This design comes from an exercise in tuning for small area on the open sky130 flow, not from production work.
RTL that was checked went through simulation tests only; none was proved equivalent to the original.
Power figures rest on the tool's default switching activity, not on a simulated workload.

==> v11: inputs <==
// blockRunner
module blockRunner(
    input wire CLK,              
    input wire RST_BTN,          
    output wire VGA_HS_O,        
    output wire VGA_VS_O,        
    output reg [3:0] VGA_R,      
    output reg [3:0] VGA_G,      
    output reg [3:0] VGA_B,      
    output wire a, ba, c, d, e, f, g,
    output wire a1, ba1, c1, d1, e1, f1, g1,
    output wire a2, ba2, c2, d2, e2, f2, g2,
    output wire a3, ba3, c3, d3, e3, f3, g3,
    input SW0,
    input KEY0,
    input KEY1,
    input KEY2,
    input KEY3
    );
Settings: LEC_CHECK=0, CAP_MARGIN=20, CORE_MARGIN=2, CORE_UTILIZATION=40, GPL_TIMING_DRIVEN=0, SLEW_MARGIN=20; clock period 10.0 ns.
standard.sh (not shown) runs the stock make flow with config.mk's settings and CLKGATE_MAP_FILE= SYNTH_SCRIPT=/design/flow/synth_recipe.tcl, a recipe that flattens the netlist after the stock synthesis.
==> flow/flow/run.sh <==
#!/bin/bash
# Own layout flow: the standard synthesis, then an area re-mapping of the logic between the
# registers (reabc.sh), then the standard layout from floorplan to finish.
# Each tool writes its full output to a log of its own in the work folder.
set -euo pipefail
HERE=$(cd "$(dirname "${BASH_SOURCE[0]}")" && pwd)
WORK=$(cd "$HERE/.." && pwd)
cd "$WORK"
YOSYS=$FLOW_HOME/../tools/install/yosys/bin/yosys
[[ -x $YOSYS ]] || YOSYS=yosys
LIB=$FLOW_HOME/platforms/$FLOW_PLATFORM/lib/sky130_fd_sc_hd__tt_025C_1v80.lib
R=$WORK/orfs/results/$FLOW_PLATFORM/blockRunner/base

bash standard.sh synth > "$WORK/flow_1_synth.log" 2>&1
cp "$R/1_2_yosys.v" "$WORK/1_2_yosys.standard.v"
YOSYS=$YOSYS bash "$HERE/reabc.sh" "$WORK/1_2_yosys.standard.v" "$WORK/1_2_yosys.reabc.v" "$LIB" "$FLOW_TOP" "$WORK/flow_2_reabc.log"
cp "$WORK/1_2_yosys.reabc.v" "$R/1_2_yosys.v"
rm -f "$R/1_synth.odb"
# Port buffers as the standard flow places them, but of the smallest buffer cell; a clock tree of
# small buffers without dummy loads.
bash standard.sh finish \
  "BUFFER_PORTS_ARGS=-buffer_cell sky130_fd_sc_hd__buf_1" \
  "CTS_ARGS=-sink_clustering_enable -repair_clock_nets -dont_use_dummy_load -buf_list sky130_fd_sc_hd__clkbuf_8 -root_buf sky130_fd_sc_hd__clkbuf_16 -sink_clustering_size 20 -sink_clustering_max_diameter 60" \
  > "$WORK/flow_3_layout.log" 2>&1
==> flow/flow/reabc.sh <==
#!/bin/bash
# usage: reabc.sh IN.v OUT.v LIB TOP LOG
# Re-maps the combinational logic of a mapped netlist for area with yosys/abc.
# Registers and tie cells are kept as black boxes, so their instances, names and cell types stay.
set -euo pipefail
IN=$1; OUT=$2; LIB=$3; TOP=$4; LOG=$5
YOSYS=${YOSYS:-yosys}
KEEP=$(grep -oE 'sky130_fd_sc_hd__(df|edf|sdf|dl|conb)[a-z0-9_]*' "$IN" | sort -u | tr '\n' ' ')
SCRIPT=${REABC_SCRIPT:-"+strash;dc2;dch,-f;map,-a;mfs2;strash;dc2;dch,-f;amap;mfs2;strash;dch,-f;amap;mfs2;strash;dch,-f;amap;topo"}
YS=$(dirname "$LOG")/reabc.ys
cat > "$YS" <<EOS
read_liberty -ignore_miss_func $LIB
read_verilog $IN
hierarchy -top $TOP
blackbox $KEEP
flatten
opt_clean
stat -liberty $LIB
abc -liberty $LIB -dont_use *lpflow* -dont_use *probe* -script "$SCRIPT"
opt_clean -purge
hilomap -singleton -hicell sky130_fd_sc_hd__conb_1 HI -locell sky130_fd_sc_hd__conb_1 LO
insbuf -buf sky130_fd_sc_hd__buf_1 A X
opt_clean -purge
stat -liberty $LIB
select -module $TOP
write_verilog -noattr -nohex -nodec -selected $OUT
EOS
$YOSYS -s "$YS" > $LOG 2>&1
==> v21: changes against v11 <==
--- a/flow/design.v
+++ b/flow/design.v
@@ -11,33 +11,27 @@
     localparam HX_LINE  = 10'd640;    
     reg [9:0] hx;
     reg [9:0] v_count;
     assign o_hs = ~((hx >= 10'd880) & (hx < 10'd976));
     assign o_vs = ~((v_count >= 10'd490) & (v_count < 10'd492));
     assign o_hx = hx;
     assign o_v  = v_count;
+    wire wrap_h = i_pix_stb & (hx == HX_LINE);
     always @(posedge i_clk)
     begin
-        if (i_rst)
-        begin
+        if ((i_rst & ~i_pix_stb) | wrap_h)
             hx <= HX_START;
+        else
+            hx <= hx + {9'd0, i_pix_stb};
+        if (i_pix_stb & (v_count == 10'd525))
+            v_count <= 10'd0;
+        else if (wrap_h)
+            v_count <= v_count + 1'd1;
+        else if (i_rst)
             v_count <= 10'd0;
-        end
-        if (i_pix_stb)   
-        begin
-            if (hx == HX_LINE)
-            begin
-                hx <= HX_START;
-                v_count <= v_count + 1'd1;
-            end
-            else
-                hx <= hx + 1'd1;
-            if (v_count == 10'd525)
-                v_count <= 10'd0;
-        end
     end
 endmodule
 module blockRunner(
     input wire CLK,              
     input wire RST_BTN,          
     output wire VGA_HS_O,        
     output wire VGA_VS_O,        
@@ -105,15 +99,16 @@
     localparam [9:0]  S1000 = 10'b0101100100;       
     reg cstep;                                      
     wire tickT  = (count == S5000);
     wire tickB  = (countB1 == S5000);
     wire sec    = (countTime == S1000);
     wire backDrop = (hx > 0) & (hx < 640) & (v > 300) & (v < 477);
     wire sun      = (hx > 475) & (hx < 550) & (v > 50) & (v < 125);
-    wire [9:0] ec3 = hx - cl;                  
+    wire [9:0] D  = hx - (v[8] ? P : cl);
+    wire [9:0] ec3 = D;                        
     wire [9:0] fc1 = hx - {cl[8:0], 1'b0};     
     wire wrap3 = (cl >= 10'd934);
     wire wrap2 = (cl >= 10'd634) & (cl <= 10'd733);
     wire wrap1 = (cl[8:0] >= 9'd417) & (cl[8:0] <= 9'd466);
     wire cloud  = ~blank & ~wrap1 & (fc1 > 10'd90) & (fc1 < 10'd190) & (v > 75)  & (v < 125);
     wire cloud2 = ~blank & ~wrap2 & (ec3 > 10'd290) & (ec3 < 10'd390) & (v > 100) & (v < 150);
     wire cloud3 = ~blank & ~wrap3 & (ec3 != 0) & (ec3 < 10'd90)  & (v > 85)  & (v < 135);
@@ -162,15 +157,14 @@
         case (t)
             4'd1: wid = 5'd15;
             4'd2: wid = 5'd10;
             4'd5, 4'd6, 4'd7: wid = 5'd25;
             default: wid = 5'd20;
         endcase
     endfunction
-    wire [9:0] D  = hx - P;
     wire [4:0] eA = D[4:0];               
     wire [4:0] eB = D[4:0] - 5'd8;        
     wire [4:0] eC = D[4:0] - 5'd2;        
     wire [4:0] eD = D[4:0] + 5'd4;        
     wire RA = (D[9:5] == 5'd0);
     wire RB = (D[9:5] == ((D[4:0] < 5'd8)  ? 5'd22 : 5'd21));
     wire RC = (D[9:5] == ((D[4:0] < 5'd2)  ? 5'd15 : 5'd14));
==> flow/flow/reabc.sh (replaced) <==
#!/bin/bash
# usage: reabc.sh IN.v OUT.v LIB TOP LOG
# Re-maps the combinational logic of a mapped netlist for area with yosys/abc. The AIG is first
# restructured for size with ABC's &deepsyn (time-limited) from several starts (seeds, and with or
# without a first mapping pass), each then mapped for area; the smallest result is kept.
# Registers and tie cells are kept as black boxes, so their instances, names and cell types stay.
set -euo pipefail
IN=$1; OUT=$2; LIB=$3; TOP=$4; LOG=$5
YOSYS=${YOSYS:-yosys}
DIR=$(dirname "$LOG")/reabc_runs
mkdir -p "$DIR"
KEEP=$(grep -oE 'sky130_fd_sc_hd__(df|edf|sdf|dl|conb)[a-z0-9_]*' "$IN" | sort -u | tr '\n' ' ')
B="strash;dc2;dch,-f;amap;mfs2"
# Eight starts: four seeds of &deepsyn on the netlist as given, four on it after a first area mapping;
# run four at a time.
PRE_0="+strash"
PRE_1="+strash;dc2;dch,-f;map,-a;mfs2;strash"
run_one() {  # tag prefix seed
  local T=$1 PRE=$2 S=$3
  local SCRIPT="$PRE;&get,-n;&deepsyn,-T,240,-S,$S;&put;dch,-f;map,-a;mfs2;$B;$B;strash;dch,-f;amap;topo"
  cat > "$DIR/reabc_$T.ys" <<EOS
read_liberty -ignore_miss_func $LIB
read_verilog $IN
hierarchy -top $TOP
blackbox $KEEP
flatten
opt_clean
stat -liberty $LIB
abc -liberty $LIB -dont_use *lpflow* -dont_use *probe* -script "$SCRIPT"
opt_clean -purge
hilomap -singleton -hicell sky130_fd_sc_hd__conb_1 HI -locell sky130_fd_sc_hd__conb_1 LO
insbuf -buf sky130_fd_sc_hd__buf_1 A X
opt_clean -purge
stat -liberty $LIB
select -module $TOP
write_verilog -noattr -nohex -nodec -selected $DIR/out_$T.v
EOS
  $YOSYS -s "$DIR/reabc_$T.ys" > "$DIR/reabc_$T.log" 2>&1 || true
}
TAGS=""
for P in 0 1; do
  for S in 1 2 3 4; do
    PREV=PRE_$P
    run_one "p${P}s$S" "${!PREV}" $S &
    TAGS="$TAGS p${P}s$S"
  done
  wait
done
BEST=""; BESTA=""
for S in $TAGS; do
  A=""
  if [[ $(grep -c "Chip area" "$DIR/reabc_$S.log" || true) -ge 2 ]]; then
    A=$(grep "Chip area" "$DIR/reabc_$S.log" | tail -1 | awk '{print $NF}')
  fi
  echo "start $S: area $A" >> "$LOG"
  if [[ -s "$DIR/out_$S.v" && -n "$A" ]] && { [[ -z "$BESTA" ]] || awk -v a="$A" -v b="$BESTA" 'BEGIN{exit !(a<b)}'; }; then
    BEST=$S; BESTA=$A
  fi
done
[[ -n "$BEST" ]] || { echo "no result" >> "$LOG"; exit 1; }
echo "kept start $BEST: area $BESTA" >> "$LOG"
cp "$DIR/out_$BEST.v" "$OUT"
Settings changed: GPL_TIMING_DRIVEN 0 to not set.
==> v15: changes against v11 <==
--- a/flow/design.v
+++ b/flow/design.v
@@ -105,15 +105,16 @@
     localparam [9:0]  S1000 = 10'b0101100100;       
     reg cstep;                                      
     wire tickT  = (count == S5000);
     wire tickB  = (countB1 == S5000);
     wire sec    = (countTime == S1000);
     wire backDrop = (hx > 0) & (hx < 640) & (v > 300) & (v < 477);
     wire sun      = (hx > 475) & (hx < 550) & (v > 50) & (v < 125);
-    wire [9:0] ec3 = hx - cl;                  
+    wire [9:0] D  = hx - (v[8] ? P : cl);
+    wire [9:0] ec3 = D;                        
     wire [9:0] fc1 = hx - {cl[8:0], 1'b0};     
     wire wrap3 = (cl >= 10'd934);
     wire wrap2 = (cl >= 10'd634) & (cl <= 10'd733);
     wire wrap1 = (cl[8:0] >= 9'd417) & (cl[8:0] <= 9'd466);
     wire cloud  = ~blank & ~wrap1 & (fc1 > 10'd90) & (fc1 < 10'd190) & (v > 75)  & (v < 125);
     wire cloud2 = ~blank & ~wrap2 & (ec3 > 10'd290) & (ec3 < 10'd390) & (v > 100) & (v < 150);
     wire cloud3 = ~blank & ~wrap3 & (ec3 != 0) & (ec3 < 10'd90)  & (v > 85)  & (v < 135);
@@ -162,15 +163,14 @@
         case (t)
             4'd1: wid = 5'd15;
             4'd2: wid = 5'd10;
             4'd5, 4'd6, 4'd7: wid = 5'd25;
             default: wid = 5'd20;
         endcase
     endfunction
-    wire [9:0] D  = hx - P;
     wire [4:0] eA = D[4:0];               
     wire [4:0] eB = D[4:0] - 5'd8;        
     wire [4:0] eC = D[4:0] - 5'd2;        
     wire [4:0] eD = D[4:0] + 5'd4;        
     wire RA = (D[9:5] == 5'd0);
     wire RB = (D[9:5] == ((D[4:0] < 5'd8)  ? 5'd22 : 5'd21));
     wire RC = (D[9:5] == ((D[4:0] < 5'd2)  ? 5'd15 : 5'd14));
--- a/flow/flow/reabc.sh
+++ b/flow/flow/reabc.sh
@@ -15,14 +15,14 @@
 blackbox $KEEP
 flatten
 opt_clean
 stat -liberty $LIB
 abc -liberty $LIB -dont_use *lpflow* -dont_use *probe* -script "$SCRIPT"
 opt_clean -purge
 hilomap -singleton -hicell sky130_fd_sc_hd__conb_1 HI -locell sky130_fd_sc_hd__conb_1 LO
-insbuf -buf sky130_fd_sc_hd__buf_1 A X
+insbuf -buf sky130_fd_sc_hd__buf_4 A X
 opt_clean -purge
 stat -liberty $LIB
 select -module $TOP
 write_verilog -noattr -nohex -nodec -selected $OUT
 EOS
 $YOSYS -s "$YS" > $LOG 2>&1
Settings changed: GPL_TIMING_DRIVEN 0 to not set.
==> v4: changes against v11 <==
--- a/flow/design.v
+++ b/flow/design.v
@@ -88,29 +88,18 @@
     reg [2:0]  t1, t2, t4;          
     reg [3:0]  t3;                  
     reg [3:0]  rnd;                 
     reg [1:0]  spd;                 
     reg [12:0] countB1;
     reg [9:0]  countTime;
     wire [8:0] dinoY = {dinoYh, 1'b0};
-    function [12:0] step13;
-        input [12:0] q;
-        step13 = {q[11:0], ~(q[12] ^ q[3] ^ q[2] ^ q[0])};
-    endfunction
-    function [9:0] step10;
-        input [9:0] q;
-        step10 = {q[8:0], ~(q[9] ^ q[6])};
-    endfunction
-    localparam [12:0] S5000 = 13'b0110110000010;    
-    localparam [9:0]  S989  = 10'b0100001000;       
-    localparam [9:0]  S1000 = 10'b0101100100;       
-    reg cstep;                                      
-    wire tickT  = (count == S5000);
-    wire tickB  = (countB1 == S5000);
-    wire sec    = (countTime == S1000);
+    wire tickT  = (count == 13'd5000);
+    wire tickB  = (countB1 == 13'd5000);
+    wire sec    = (countTime == 10'd1000);
+    wire cstep  = (countTime >= 10'd990);
     wire backDrop = (hx > 0) & (hx < 640) & (v > 300) & (v < 477);
     wire sun      = (hx > 475) & (hx < 550) & (v > 50) & (v < 125);
     wire [9:0] ec3 = hx - cl;                  
     wire [9:0] fc1 = hx - {cl[8:0], 1'b0};     
     wire wrap3 = (cl >= 10'd934);
     wire wrap2 = (cl >= 10'd634) & (cl <= 10'd733);
     wire wrap1 = (cl[8:0] >= 9'd417) & (cl[8:0] <= 9'd466);
@@ -213,20 +202,18 @@
             if (cstep) cl <= cl + 1'd1;
             if (dn_ev) nightToggle <= ~nightToggle;
         end
     end
     always @(posedge CLK) begin
         if (!RST_BTN) begin
             countTime <= 10'd0;
-            cstep <= 1'b0;
             countB1 <= 13'd0;
         end else if (playing) begin
-            countTime <= sec ? 10'd0 : step10(countTime);
-            cstep <= (countTime == S989) | (cstep & ~sec);
-            countB1 <= tickB ? 13'd0 : step13(countB1);
+            countTime <= sec ? 10'd0 : countTime + 1'd1;
+            countB1 <= tickB ? 13'd0 : countB1 + 1'd1;
         end
     end
     wire rec = recAny & playing;
     always @(posedge CLK) begin
         if (inMenu) begin
             P <= 10'd10;
             t1 <= 3'd0;
@@ -272,29 +259,29 @@
             oneH <= oneC; tenH <= tenC; hunH <= hunC; thoH <= thoC;
         end
     end
     wire [3:0] oneOut = SW0_d ? oneH : oneC;
     wire [3:0] tenOut = SW0_d ? tenH : tenC;
     wire [3:0] hunOut = SW0_d ? hunH : hunC;
     wire [3:0] thoOut = SW0_d ? thoH : thoC;
-    sevenSeg9  ones(oneOut[3], oneOut[2], oneOut[1], oneOut[0], a, ba, c, d, e, f, g);
-    sevenSeg10 tens(tenOut[3], tenOut[2], tenOut[1], tenOut[0], a1, ba1, c1, d1, e1, f1, g1);
-    sevenSeg10 hunds(hunOut[3], hunOut[2], hunOut[1], hunOut[0], a2, ba2, c2, d2, e2, f2, g2);
+    sevenSeg ones(oneOut[3], oneOut[2], oneOut[1], oneOut[0], a, ba, c, d, e, f, g);
+    sevenSeg tens(tenOut[3], tenOut[2], tenOut[1], tenOut[0], a1, ba1, c1, d1, e1, f1, g1);
+    sevenSeg hunds(hunOut[3], hunOut[2], hunOut[1], hunOut[0], a2, ba2, c2, d2, e2, f2, g2);
     sevenSeg thous(thoOut[3], thoOut[2], thoOut[1], thoOut[0], a3, ba3, c3, d3, e3, f3, g3);
     always @(posedge CLK) begin
         if (inMenu) crouch <= 1'b0;
         else if (playing) crouch <= ~KEY2;
     end
     always @(posedge CLK) begin
         if (RST_BTN == 1'b0) begin
             count <= 13'd0;
             count2 <= 7'd0;
             st_count2 <= 1'b0;
         end else begin
-            count <= tickT ? 13'd0 : step13(count);
+            count <= tickT ? 13'd0 : count + 1'd1;
             if (st_count2) begin
                 if (count2 <= 7'd90) begin
                     if (tickT) count2 <= count2 + 1'd1;
                 end else begin
                     st_count2 <= 1'b0;
                     count2 <= 7'd0;
                 end
@@ -376,29 +363,7 @@
 	assign o2 =~((~a&~b) | (~b&~d) | (~a&~c&~d) | (~a&c&d) | (a&~c&d));
 	assign o3 =~((~a&~c) | (~a&d) | (~c&d) | (~a&b) | (a&~b));
 	assign o4 =~((~a&~b&~d) | (~b&c&d) | (b&~c&d) | (b&c&~d) | (a&~c&~d));
 	assign o5 =~((~b&~d) | (c&~d) | (a&c) | (a&b));
 	assign o6 =~((~c&~d) | (b&~d) | (a&~b) | (a&c) | (~a&b&~c));
 	assign o7 =~((~b&c) | (c&~d) | (a&~b) | (a&d) | (~a&b&~c));
 endmodule
-module sevenSeg9(a, b, c, d, o1, o2, o3, o4, o5, o6, o7);
-	input a, b, c, d;
-	output o1, o2, o3, o4, o5, o6, o7;
-	assign o1 = (~a&~b&~c&d) | (b&~c&~d);
-	assign o2 = (b&~c&d) | (b&c&~d);
-	assign o3 = (~b&c&~d);
-	assign o4 = (~b&~c&d) | (b&~c&~d) | (b&c&d);
-	assign o5 = (b&~c) | d;
-	assign o6 = (~a&~b&d) | (~b&c) | (c&d);
-	assign o7 = (~a&~b&~c) | (b&c&d);
-endmodule
-module sevenSeg10(a, b, c, d, o1, o2, o3, o4, o5, o6, o7);
-	input a, b, c, d;
-	output o1, o2, o3, o4, o5, o6, o7;
-	assign o1 = (~a&~b&~c&d) | (b&~c&~d);
-	assign o2 = (b&~c&d) | (b&c&~d);
-	assign o3 = (~a&~b&c&~d);
-	assign o4 = (a&c) | (~b&~c&d) | (b&~c&~d) | (b&c&d);
-	assign o5 = (b&~c) | d;
-	assign o6 = (~a&~b&c) | (~a&~b&d) | (c&d);
-	assign o7 = (~a&~b&~c) | (b&c&d);
-endmodule
==> flow/run.sh (new file) <==
#!/bin/bash
# synth_recipe.tcl (not shown) runs the flow's synth.tcl, then flattens the netlist and writes it again
# the make line also repeats each setting of config.mk as NAME=value (left out here)
make -C /OpenROAD-flow-scripts/flow DESIGN_CONFIG=/design/flow/config.mk WORK_HOME=/design/flow/orfs CLKGATE_MAP_FILE= SYNTH_SCRIPT=/design/flow/synth_recipe.tcl finish
Settings changed: CORE_UTILIZATION 40 to 70, GPL_TIMING_DRIVEN 0 to not set, PLACE_DENSITY set to 0.8.
removed: flow/flow/run.sh
removed: flow/flow/reabc.sh
removed: flow/standard.sh
==> summary.md <==
| Metric | Value |
|---|---|
| Outcome | `timing/DRC/antenna clean` |
| Register area | `0.00327 mm^2` |
| Fin cells | `1,795` |
| Mapped Avg Cell Area | `6.80 um^2` |
| Seq pwr share | `50.9%` |
| DR WL met2 | `12,900 um` |
| R2R cell count | `30` |
| CP Data Arrival Time | `slightly above 7000 ps` |
| Cell count after synthesis | `1,399` |
| CP bufs+invs | `8` |
| CP Max Fanout | `15` |
| Logic pwr share | `22.7%` |
| Hold endpoint | `count[5]` |
| Startpoint of the worst hold path | `count[4]` |
That was v15.
==> summary.md <==
| Metric | Value |
|---|---|
| Mapped Avg Cell Area | `6.71 um^2` |
| Startpoint of the worst hold path | `count[5]` |
| Logic pwr share | `27.7%` |
| Cell count after synthesis | `1,443` |
| CP Data Arrival Time | `between 7000 and 8000 ps` |
| Clock share of power | `23.5%` |
| Worst-Margin Slew | `953 ps` |
| DPL Wire Length | `21,400 um` |
| Seq pwr share | `between 40 and 50%` |
| Fillcell total | `~2,500` |
| CP bufs+invs | `3` |
| Multi-input gate area | `0.00575 mm^2` |
| Outcome | `timing/DRC/antenna clean` |
| Synthesized net count | `about 1,500` |
| Hold endpoint | `count[6]` |
| Post-route cell area | `0.0106 mm^2` |
| Worst-case hold slack | `435 ps` |
| R2R cell count | `38` |
| CP Max Fanout | `6` |
| Fin cells | `1,832` |
| DR WL met2 | `12,200 um` |
That was v11.
==> summary.md <==
| Metric | Value |
|---|---|
| Cell count after synthesis | `1,289` |
| Mapped Avg Cell Area | `6.82 um^2` |
| Register area | `around 0.0032 mm^2` |
| DR WL met2 | `10,700 um` |
| Outcome | `timing/DRC/antenna clean` |
| Synth warn | `2` |
| CP Max Fanout | `11` |
| CP bufs+invs | `8` |
| Fin cells | `1,643` |
| R2R cell count | `45` |
| Hold endpoint | `rnd[0]` |
| Startpoint of the worst hold path | `rnd[0]` |
| CP Data Arrival Time | `7340 ps` |
| Inverters | `203` |
That was v21.
==> summary.md <==
| Metric | Value |
|---|---|
| Outcome | `timing/DRC/antenna clean` |
| Asr flop ratio synth | `under 10%` |
| Fin cells | `1,994` |
| Max clock buf depth | `2` |
| Cell count after synthesis | `about 1,700` |
| CP bufs+invs | `4` |
| RSZ-0062 raised after global routing | `no` |
| Non-CTS buffers | `66` |
| Register area | `0.00325 mm^2` |
| Worst setup SP type | `flop` |
| Hold endpoint | `rnd[0]` |
| Mapped Avg Cell Area | `between 7 and 8 um^2` |
| CP Data Arrival Time | `7350 ps` |
| Logic pwr share | `roughly 34%` |
| DR WL met2 | `about 17,000 um` |
| CP Max Fanout | `11` |
| Startpoint of the worst hold path | `rnd[0]` |
That was v4.
Only the layout flow was run in v4; the RTL was not checked for function there.

-- static timing again, ports no longer ideal --
In the flow no input, the clock included, has a driving cell. The finished layouts below were timed again as built, in two steps.
Step 1: set_driving_cell puts a clkbuf_16 on CLK and a buf_2 on each other input, an assumption about the parent block.
Step 2 adds t to the input delays and takes it off the output delays; t is the mean of the earliest and latest rising clock arrival at the registers after step 1. Input paths then give back, and output paths get back, about the clock's delay inside the block.
a / b / c = ideal / step 1 / step 2; a / b = the first two.
run	t, ns	setup slack, ns	clock arrival spread, ns
v11	0.427	0.779 / 0.728 / 1.156	0.038 / 0.039
v21	0.415	0.664 / 0.621 / 1.036	0.034 / 0.034
v15	0.420	0.785 / 0.738 / 1.158	0.044 / 0.044
v4	0.484	0.652 / 0.604 / 1.088	0.019 / 0.019
After both steps setup and hold are still met in every run listed.
